Source: an optimization exercise on an open RTL-to-GDS flow (aim: small area, a short achievable clock period and few clock cycles per item). Production flows keep margins and buffers that such runs may drop.
Function was not checked in any run shown here: the RTL went through the layout flow alone.
Power is estimated from default activity; no workload was simulated.

==> flow/design.v (outline; a module is shown in full before it is edited, if it fits) <==
// module cnm_top: 1638 lines
// module cnm_fa: 4 lines
// module cnm_ha: 4 lines
// module cnm_hn: 4 lines
// module cnm_ao: 3 lines
// module cnm_an: 3 lines
// module cnm_x2: 3 lines
// module cnm_xn: 3 lines
// module cnm_or: 3 lines
module cnm_top (
    input  logic               clk,
    input  logic               rst,
    input  logic               in_valid,
    input  logic signed [7:0]  rea,
    input  logic signed [7:0]  ima,
    input  logic signed [7:0]  req,
    input  logic signed [7:0]  imq,
    output logic               out_valid,
    output logic signed [15:0] rep,
    output logic signed [15:0] imp
);
  // ...
==> flow/run.sh <==
#!/bin/bash
# synth_recipe.tcl (not shown) runs the flow's synth.tcl, then flattens the netlist and writes it again
# the make line also repeats each setting of config.mk as NAME=value (left out here)
make -C /OpenROAD-flow-scripts/flow DESIGN_CONFIG=/design/flow/config.mk WORK_HOME=/design/flow/orfs CLKGATE_MAP_FILE= SYNTH_SCRIPT=/design/flow/synth_recipe.tcl finish
==> flow/config.mk <==
export PLATFORM = sky130hd
export DESIGN_NAME = cnm_top
export DESIGN_NICKNAME = cnm_top
export VERILOG_FILES = /design/flow/design.v
export SDC_FILE = /design/flow/constraint.sdc
export NUM_CORES = 4
export LEC_CHECK = 0
export CAP_MARGIN = 20
export CORE_MARGIN = 2
export CORE_UTILIZATION = 40
export SETUP_SLACK_MARGIN = 3.4
export SLEW_MARGIN = 20
export SYNTH_HIERARCHICAL = 1
==> flow/constraint.sdc <==
create_clock -name core_clock -period 7.0 [get_ports {clk}]
set_input_delay 1.4000 -clock core_clock [delete_from_list [all_inputs] [get_ports {clk}]]
set_output_delay 1.4000 -clock core_clock [all_outputs]
set_load 0.01 [all_outputs]
==> run notes, run 1 <==
* Setup WS pre-CTS at 3320 ps
* Post-route cell area at 9990 sq um
* Main flop type after synthesis: dfxtp_1
* Warning count from the yosys run at 7
* Final setup viols at 0
* Unrepaired setup endpoints after global routing: true
* Post-Route M1 WL at 7640 um
* Final Cycle Share at 0.519
* Area occupied by multi-input gates at 6670 sq um
* I/O pin count at 68
* Met2 Use GR at 0.282
* Synthesized flop and latch total at 92
* Adder-cell share of the synthesized area at 0.497
* Most frequent CP cell: a21o_1
* Synth Instances at 771
* FP Rows at 54
* Vias in the first global route at 5952
* Status: timing/DRC/antenna clean
* Final Max Slew Viols at 0
* Peak VDD IR at 172 uV
* Sinks on Clock Net at 92
* Worst-path maximum fanout at 3
* Register area share after synthesis at 0.207
* Internal Power at 0.00246 W
* DIE AREA at 23500 sq um
* Clock Tree Buf Depth at 2
* CP cell instances: ha_4, a21o_1, a21o_4, a21o_1, buf_6, buf_6, a21o_1, xnor2_1, buf_2
* FFs & Latches at 92
* Initial DRC count at 227
* Router iterations before antenna repair at 7
* Core area at 21800 sq um
* Combinational family with the most area after synthesis: adder cells
* Seq pwr share at 0.214
* Multi-input logic portion of the cell area at 0.667
* Root buf cell: clkbuf_16
* Syn Area/Cell at 11.6 sq um
* Critical path class: flip-flop to output pin
==> run 2: changes to the inputs <==
--- a/flow/config.mk
+++ b/flow/config.mk
@@ -8,6 +8,7 @@
 export CAP_MARGIN = 20
 export CORE_MARGIN = 2
 export CORE_UTILIZATION = 40
+export CTS_BUF_LIST = sky130_fd_sc_hd__clkbuf_4 sky130_fd_sc_hd__clkbuf_8
 export SETUP_SLACK_MARGIN = 3.4
 export SLEW_MARGIN = 20
 export SYNTH_HIERARCHICAL = 1
==> run notes, run 2 <==
* Fmax at 280 MHz (was 275 MHz)
* Top delay family on crit path: compound AO/OA/AOI/OAI gates (unchanged)
* Vias per Instance at 4.86 (was 4.88)
* Gate power share at 0.659 (was 0.642)
* Initial DRC count at 200 (was 227)
* Final worst slack at 3430 ps (was 3370 ps)
* Seq pwr share at 0.225 (was 0.214)
* Net Sw Power at 0.00144 W (was 0.00147 W)
* EDFF count, synth at 0 (unchanged)
* Cell leakage power at 3.96 nW (was 4.02 nW)
* CP cell instances: ha_4, a21o_1, a21o_4, a21o_1, buf_6, a21o_1, xnor2_2, buf_2 (was ha_4, a21o_1, a21o_4, a21o_1, buf_6, buf_6, a21o_1, xnor2_1, buf_2)
* Worst Path Buf+Inv at 2 (was 3)
* Worst-path maximum fanout at 3 (unchanged)
* Slew @ Worst Pin at 435 ps (was 431 ps)
* Reg-to-Reg Start: req_r[0] (unchanged)
* Synth top area cells: fa_1 (45%), dfxtp_1 (21%), and2_1 (7.4%) (unchanged)
* Final setup viols at 0 (unchanged)
* Critical path depth in cells at 8 (was 9)
* Setup crit start: imp_q826 (unchanged)
* Yosys top cell by area: fa_1 (unchanged)
* Core area at 21800 sq um (unchanged)
* Die H at 153 um (unchanged)
* Final #Nets at 1062 (unchanged)
* Unrepaired setup endpoints after global routing: true (unchanged)
* DRC Markers at 0 (unchanged)
* I/O pin count at 68 (unchanged)
* Post-Syn Nets at 1040 (unchanged)
* Post-DP Area at 9410 sq um (unchanged)
* Pwr dens at 380 nW/um^2 (was 393 nW/um^2)
* Yosys top cell area share at 0.451 (unchanged)
* Setup crit end: imp[13] (was imp[15])
* Largest net degree at the start of global routing at 18 (unchanged)
* Area Growth Syn to Fin at 10.6% (was 12.0%)
* Starting Density at 0.409 (unchanged)
* Vias in the first global route at 5959 (was 5952)
* Total power at 0.00375 W (was 0.00393 W)
* Reg2reg end: imp_q836 (unchanged)
* Initial antenna violation count at 0 (unchanged)
* Reg2reg setup slack at 3520 ps (about the same)
* CTS buffer count at 9 (unchanged)
* Post-route cell area at 9870 sq um (was 9990 sq um)
* CTS H-tree depth at 3 (unchanged)
* Final Hold Fails at 0 (unchanged)
* Status: timing/DRC/antenna clean (unchanged)
* Syn Area/Cell at 11.6 sq um (unchanged)
* Sinks on Clock Net at 92 (unchanged)
* Max cap viols at 0 (unchanged)
* Clock latency (worst-skew pair) at 380 ps (was 360 ps)
* FP Rows at 54 (unchanged)
* Warning count from the yosys run at 7 (unchanged)
* Router iterations before antenna repair at 5 (was 7)
* Worst Hold Class: flip-flop to flip-flop (unchanged)
* Relative slew slack at 0.710 (was 0.713)
* Fillers at 2065 (was 2041)
* Most frequent cells in the layout: fa_1 (201), nand2_1 (165), and2_1 (104) (unchanged)
* Most frequent CP cell: a21o_1 (unchanged)
* Cell with the most instances after synthesis: fa_1 (unchanged)
* Final Cycle Share at 0.510 (was 0.519)
* GRT Total Usage at 0.164 (about the same)
* Synthesized flop and latch total at 92 (unchanged)
* DIE AREA at 23500 sq um (unchanged)
* Clock Tree Buf Depth at 2 (unchanged)
* Input/output buffers at 67 (unchanged)
* Peak VDD IR at 166 uV (was 172 uV)
* Yosys cell types at 13 (unchanged)
* Fraction of registers with async set or reset after synthesis at 0 (unchanged)
* Final ANT Viol Nets at 0 (unchanged)
* Proportion of layout cells with a drive suffix above 1 at 0.112 (was 0.110)
* Internal Power at 0.00231 W (was 0.00246 W)
* Main flop type after synthesis: dfxtp_1 (unchanged)
* Critical path class: flip-flop to output pin (unchanged)
* Reg2Reg Depth at 7 (unchanged)
* Slowest stage cell, crit path: dfxtp_2 (unchanged)
* Hpwl dp at 12800 um (unchanged)
* Setup WS pre-CTS at 3320 ps (unchanged)
* Die width at 153 um (unchanged)
* First-pass GRT wire length at 30300 um (about the same)
* Detailed Route WL at 17800 um (was 17900 um)
* Clock transition at path regs at 90 ps (was 70 ps)
* Final Max Slew Viols at 0 (unchanged)
* Register area share after synthesis at 0.207 (unchanged)
* Sw frac at 0.384 (was 0.374)
* Commonest non-fill, non-tap cell in the layout: fa_1 (unchanged)
* CP max stage delay at 340 ps (was 330 ps)
* Skew final at 9.24 ps (was 8.93 ps)
* CTS tree: built (unchanged)
* Root buf cell: clkbuf_8 (was clkbuf_16)
* Setup TNS Final at 0 ps (unchanged)
* GRT Residual Overflow at 0 (unchanged)
* Cell Area, Synth at 8920 sq um (unchanged)
* Average wire per standard cell at 16.5 um (was 16.6 um)
* Number of vias in the routed layout at 5236 (was 5261)
* Critical Path RT at 5600 ps (about the same)
* Synth Instances at 771 (unchanged)
* Critical Path Start Type: flip-flop (unchanged)
* N_diodes at 0 (unchanged)
* Most instantiated cells after synthesis: fa_1 (201), nand2_1 (165), and2_1 (105) (unchanged)
* Clock group share of total power at 0.116 (was 0.143)
* CP Data Arrival Time at 2170 ps (was 2230 ps)
* CP Capture Type: output pin (unchanged)
* Final min period at 3570 ps (was 3630 ps)
* GPL Wtd Cong at 0.793 (unchanged)
[run 2: cell counts after synthesis]
No cell type changed its count.
[run 2: area by class of cell]
class | count | area, sq um | area share
tap | 280 | 350 | 0.0355
clock buffer | 10 | 131 | 0.0133
multi-input combinational | 605 | 6660 | 0.675
clock inverter | 6 | 113 | 0.0114
inverter | 10 | 37.5 | 0.00380
timing repair buffer | 75 | 681 | 0.0690
sequential | 92 | 1900 | 0.192
[run 2: power groups by stage]
stage / sequential [W] / clock, W / combinational (W)
2_1_floorplan: 0.000774 / 0 / 0.00205
3_3_place_gp: 0.000825 / 0 / 0.00251
3_5_place_dp: 0.000827 / 0 / 0.00255
4_1_cts: 0.000815 / 0.000452 / 0.00242
5_1_grt: 0.000864 / 0.000472 / 0.00285
6_report: 0.000842 / 0.000436 / 0.00247
[run 2: worst min-delay path by stage]
stage               slack [ps]  startpoint  depth (start not counted)     end
global placement           420      vld[0]                          1  vld[1]
finish                     450      vld[0]                          1  vld[1]
detailed placement         430      vld[0]                          1  vld[1]
global route               470      vld[0]                          1  vld[1]
floorplan                  410      vld[0]                          1  vld[1]
CTS                        460      vld[0]                          1  vld[1]
[run 2: worst reg2reg max path, cell delays in order, from the launching register on]
cell and delay [ps]:
dfxtp_2 440, and2_1 230, fa_1 430, fa_1 530, fa_1 440, fa_1 400
fa_1 510, fa_1 400
[run 2: per-module statistics from Yosys (local to each module, per instance), excerpt]
module   cell area [sq um]  copies in the design  cells inside
cnm_top               3660                     1           427
cnm_an                6.26                    18             1
cnm_ha                12.5                    31             1
cnm_ao                7.51                    40             1
cnm_fa                20.0                   201             1
cnm_xn                8.76                    39             1
[run 2: repair_timing]
item | in CTS | in global routing
endpoints found under the setup margin | 25 | 28
resized for setup | 64 | 37
pin swaps | 9 | 9
hold buffers | 0 | 0
endpoints found under the hold margin | 0 | 0
buffers inserted | 4 | 3
[run 2: cell families after synthesis]
group,count (synthesis),share of synthesized area
buffers and inverters,74,0.0648
AOI/OAI and AO/OA,40,0.0337
and+or+nand+nor,292,0.159
DFF,92,0.207
adders and majority gates,234,0.497
xor gates and xnor gates,39,0.0383
[run 2: metrics by stage]
stage                util  std cells  hold slack, ps
floorplan               -        771             414
global placement    0.431       1055             420
detailed placement  0.431       1055             429
CTS                 0.443       1075             458
global route        0.452       1078             471
finish              0.452       1078             450
[run 2: routing by layer]
| layer | vias to the layer above | share of wire | GRT usage |
|---|---|---|---|
| met3 | 17 | 0.045 | 0.0298 |
| met4 | 0 | 0.012 | 0.0392 |
| li1 | 2370 | - | - |
| met2 | 119 | 0.51 | 0.280 |
| met5 | - | 0 | 0 |
| met1 | 2730 | 0.43 | 0.217 |
==> run 3: changes to the inputs <==
==> flow/flow/run.sh (new file) <==
#!/bin/bash
# Own layout flow: the standard flow (standard synthesis, same steps and
# settings), except that the port buffers are the small sky130 buf_1 cell
# instead of the delay cell buffer_ports picks by default. Every input and
# output port still gets its own buffer; repair may resize them.
set -euo pipefail
export BUFFER_PORTS_ARGS="-buffer_cell sky130_fd_sc_hd__buf_1"
bash standard.sh > flow_make.log 2>&1
==> flow/standard.sh (new file) <==
#!/bin/bash
# synth_recipe.tcl (not shown) runs the flow's synth.tcl, then flattens the netlist and writes it again
# the make line also repeats each setting of config.mk as NAME=value (left out here)
make -C /OpenROAD-flow-scripts/flow DESIGN_CONFIG=/design/flow/config.mk WORK_HOME=/design/flow/orfs CLKGATE_MAP_FILE= SYNTH_SCRIPT=/design/flow/synth_recipe.tcl "${@:-finish}"
--- a/flow/config.mk
+++ b/flow/config.mk
@@ -8,7 +8,6 @@
 export CAP_MARGIN = 20
 export CORE_MARGIN = 2
 export CORE_UTILIZATION = 40
-export CTS_BUF_LIST = sky130_fd_sc_hd__clkbuf_4 sky130_fd_sc_hd__clkbuf_8
 export SETUP_SLACK_MARGIN = 3.4
 export SLEW_MARGIN = 20
 export SYNTH_HIERARCHICAL = 1
removed: flow/run.sh
==> run notes, run 3 <==
* CP cell instances: ha_1, a21o_1, a21o_1, a21o_1, a21o_1, xnor2_1, buf_1 (was ha_4, a21o_1, a21o_4, a21o_1, buf_6, a21o_1, xnor2_2, buf_2)
* Total power at 0.00349 W (was 0.00375 W)
* CTS buffer count at 9 (unchanged)
* Worst Hold Class: flip-flop to flip-flop (unchanged)
* Gate power share at 0.626 (was 0.659)
* Slew @ Worst Pin at 651 ps (was 435 ps)
* Max cap viols at 0 (unchanged)
* Router iterations before antenna repair at 7 (was 5)
* CP max stage delay at 300 ps (was 340 ps)
* Sw frac at 0.405 (was 0.384)
* Peak VDD IR at 161 uV (was 166 uV)
* Synth top area cells: fa_1 (45%), dfxtp_1 (21%), and2_1 (7.4%) (unchanged)
* First-pass GRT wire length at 29200 um (was 30300 um)
* I/O pin count at 68 (unchanged)
* Cell Area, Synth at 8920 sq um (unchanged)
* Proportion of synthesized area in mux cells at 0 (unchanged)
* Skew final at 7.51 ps (was 9.24 ps)
* Reg2Reg Depth at 7 (unchanged)
* Hpwl dp at 12600 um (was 12800 um)
* Starting Density at 0.409 (unchanged)
* Post-Syn Nets at 1040 (unchanged)
* Clock latency (worst-skew pair) at 360 ps (was 380 ps)
* CTS tree: built (unchanged)
* Final min period at 3520 ps (was 3570 ps)
* Yosys cell types at 13 (unchanged)
* Input/output buffers at 67 (unchanged)
* Sinks on Clock Net at 92 (unchanged)
* Register area share after synthesis at 0.207 (unchanged)
* Register Area at 1880 sq um (was 1900 sq um)
* Most frequent CP cell: a21o_1 (unchanged)
* Critical path class: flip-flop to output pin (unchanged)
* FP Rows at 54 (unchanged)
* GPL Wtd Cong at 0.841 (was 0.793)
* Seq pwr share at 0.235 (was 0.225)
* Average wire per standard cell at 15.7 um (was 16.5 um)
* Relative slew slack at 0.566 (was 0.710)
* Vias in the first global route at 5799 (was 5959)
* Vias per Instance at 4.85 (was 4.86)
* Unrepaired setup endpoints after global routing: true (unchanged)
* CTS H-tree depth at 3 (unchanged)
* Initial antenna violation count at 0 (unchanged)
* Final Cycle Share at 0.503 (was 0.510)
* Internal Power at 0.00208 W (was 0.00231 W)
* Setup WS pre-CTS at 3360 ps (was 3320 ps)
* Die width at 153 um (unchanged)
* Reg2reg setup slack at 3530 ps (was 3520 ps)
* Status: timing/DRC/antenna clean (unchanged)
* Cell with the most instances after synthesis: fa_1 (unchanged)
* Detailed Route WL at 16900 um (was 17800 um)
* DRC Markers at 0 (unchanged)
* Final #Nets at 1058 (was 1062)
* Reg-to-Reg Start: rea_r[0] (was req_r[0])
* Combinational family with the most area after synthesis: adder cells (unchanged)
* Fmax at 284 MHz (was 280 MHz)
* Net Sw Power at 0.00141 W (was 0.00144 W)
* Worst-path maximum fanout at 5 (was 3)
* Setup crit start: imp_q827 (was imp_q826)
* Most instantiated cells after synthesis: fa_1 (201), nand2_1 (165), and2_1 (105) (unchanged)
* Synth Instances at 771 (unchanged)
* Hold Crit Start: vld[0] (unchanged)
* GRT Total Usage at 0.157 (was 0.164)
* Placed cells at 1054 (was 1055)
* Setup TNS Final at 0 ps (unchanged)
* Initial DRC count at 258 (was 200)
* Fraction of registers with async set or reset after synthesis at 0 (unchanged)
* EDFF count, synth at 0 (unchanged)
* Fillers at 2079 (was 2065)
* Die H at 153 um (unchanged)
* Syn Area/Cell at 11.6 sq um (unchanged)
* Clock transition at path regs at 70 ps (was 90 ps)
* Final cell count without fillers at 1074 (was 1078)
* Critical Path RT at 5600 ps (about the same)
* Commonest non-fill, non-tap cell in the layout: fa_1 (unchanged)
* Proportion of layout cells with a drive suffix above 1 at 0.0831 (was 0.112)
* N_diodes at 0 (unchanged)
* Setup crit end: imp[15] (was imp[13])
* # hold bufs at CTS at 0 (unchanged)
* Number of vias in the routed layout at 5213 (was 5236)
* Synth Area in XOR/XNOR at 0.0383 (unchanged)
* Yosys top cell by area: fa_1 (unchanged)
* Clock Tree Buf Depth at 2 (unchanged)
* Reg2reg end: imp_q836 (unchanged)
* Adder-cell share of the synthesized area at 0.497 (unchanged)
* DIE AREA at 23500 sq um (unchanged)
* Root buf cell: clkbuf_16 (was clkbuf_8)
* Most frequent cells in the layout: fa_1 (201), nand2_1 (165), and2_1 (105) (was fa_1 (201), nand2_1 (165), and2_1 (104))
* Final Hold Fails at 0 (unchanged)
* Yosys top cell area share at 0.451 (unchanged)
* Area occupied by multi-input gates at 6550 sq um (was 6660 sq um)
* Critical Path Start Type: flip-flop (unchanged)
* Slowest stage cell, crit path: dfxtp_1 (was dfxtp_2)
* Final worst slack at 3480 ps (was 3430 ps)
* Area Growth Syn to Fin at 5.47% (was 10.6%)
* Post-synthesis compound-gate area fraction at 0.0337 (unchanged)
* Final Max Slew Viols at 0 (unchanged)
* Clock group share of total power at 0.139 (was 0.116)
* Pwr dens at 371 nW/um^2 (was 380 nW/um^2)
* GRT Residual Overflow at 0 (unchanged)
* Core area at 21800 sq um (unchanged)
* Warning count from the yosys run at 7 (unchanged)
* Synthesized flop and latch total at 92 (unchanged)
* Final setup viols at 0 (unchanged)
* Main flop type after synthesis: dfxtp_1 (unchanged)
* Final ANT Viol Nets at 0 (unchanged)
* Cell leakage power at 3.77 nW (was 3.96 nW)
* CP Data Arrival Time at 2120 ps (was 2170 ps)
* CP Capture Type: output pin (unchanged)
* Largest net degree at the start of global routing at 18 (unchanged)
* Post-synthesis simple-gate area fraction at 0.159 (unchanged)
==> run 3: logic make-up after synthesis <==
group,count (synthesis)
AND/OR/NAND/NOR,292
flip-flops,92
AO/OA/AOI/OAI,40
buffers and inverters,74
XOR/XNOR,39
adder cells (fa/ha/maj),234
==> run 3: timing repair <==
item	CTS	global route
endpoints found under the setup margin	12	25
setup buffers	2	2
pin swaps	4	8
resized for setup	14	30
==> run 3: how the worst min path moves through the flow <==
| stage | to | slack, ps | depth (start not counted) |
|---|---|---|---|
| 2_1_floorplan | vld[1] | 410 | 1 |
| 3_3_place_gp | vld[1] | 420 | 1 |
| 3_5_place_dp | vld[1] | 430 | 1 |
| 4_1_cts | vld[1] | 450 | 1 |
| 5_1_grt | vld[1] | 470 | 1 |
| 6_report | vld[1] | 440 | 1 |
==> run 3: metrics by stage <==
step	utilization	instance area, sq um	hold WS (ps)
4_1_cts	0.427	9320	447
3_5_place_dp	0.411	8980	431
6_report	0.431	9410	441
5_1_grt	0.431	9410	467
3_3_place_gp	0.411	8980	421
2_1_floorplan	-	8920	414
==> run 3: area by class of cell <==
type	count	share of cell area
Multi-Input combinational cell	605	0.697
Inverter	10	0.00399
Sequential cell	92	0.200
Clock buffer	11	0.0247
Tap cell	280	0.0372
Clock inverter	5	0.00665
Timing Repair Buffer	71	0.0307
==> run 3: worst max-delay path, delay by kind of cell, from the launching register on <==
family	cells	cell delay, ps
AO/OA/AOI/OAI	4	840
buffers and inverters	1	170
XOR/XNOR	1	150
flip-flops	1	300
adder cells (fa/ha/maj)	1	300
==> run 3: per-layer routing <==
layer | share of wire | track usage | vias up
met1 | 0.43 | 0.211 | 2695
met5 | 0 | 0.00621 | -
met4 | 0.016 | 0.0419 | 0
met2 | 0.50 | 0.260 | 136
met3 | 0.054 | 0.0337 | 20
li1 | - | - | 2362
==> run 3: power by group through the flow <==
stage                     logic (W)  registers (W)  clock network, W
final                       0.00218       0.000822          0.000486
after floorplan             0.00205       0.000774                 0
after global routing        0.00253       0.000840          0.000523
after detailed placement    0.00215       0.000826                 0
after global placement      0.00213       0.000824                 0
after CTS                   0.00221       0.000816          0.000508
==> run 3: Yosys stat by module, one instance, submodules excluded, excerpt <==
module	flops+latches	copies in the design	area, sq um
cnm_or	0	15	6.26
cnm_xn	0	39	8.76
cnm_ha	0	31	12.5
cnm_top	92	1	3660
cnm_fa	0	201	20.0
cnm_an	0	18	6.26
cnm_ao	0	40	7.51

-- port drivers added, routing unchanged --
The results above use ideal ports. As a check the final layouts listed here were re-extracted and re-timed, cells and wires unchanged.
Step 1, drivers: a clkbuf_16 drives clk and a buf_2 each remaining input, both assumed.
Step 2 moves the port delays by t, midway between the first and last clock arrival at a register: inputs arrive t later, outputs are due t later. That takes back most of the time a late clock gives input paths.
Slacks: no drivers / after step 1 / after step 2; pairs: no drivers / after step 1.
run | shift t [ns] | slack for setup (ns) | worst setup path at the end | latest minus earliest clock arrival (ns)
run 1 | 0.402 | 3.365 / 3.320 / 3.521 | register to register | 0.009 / 0.009
run 2 | 0.419 | 3.430 / 3.390 / 3.519 | register to register | 0.009 / 0.010
run 3 | 0.395 | 3.481 / 3.437 / 3.525 | register to register | 0.008 / 0.008
After both steps setup and hold are still met in every run listed.
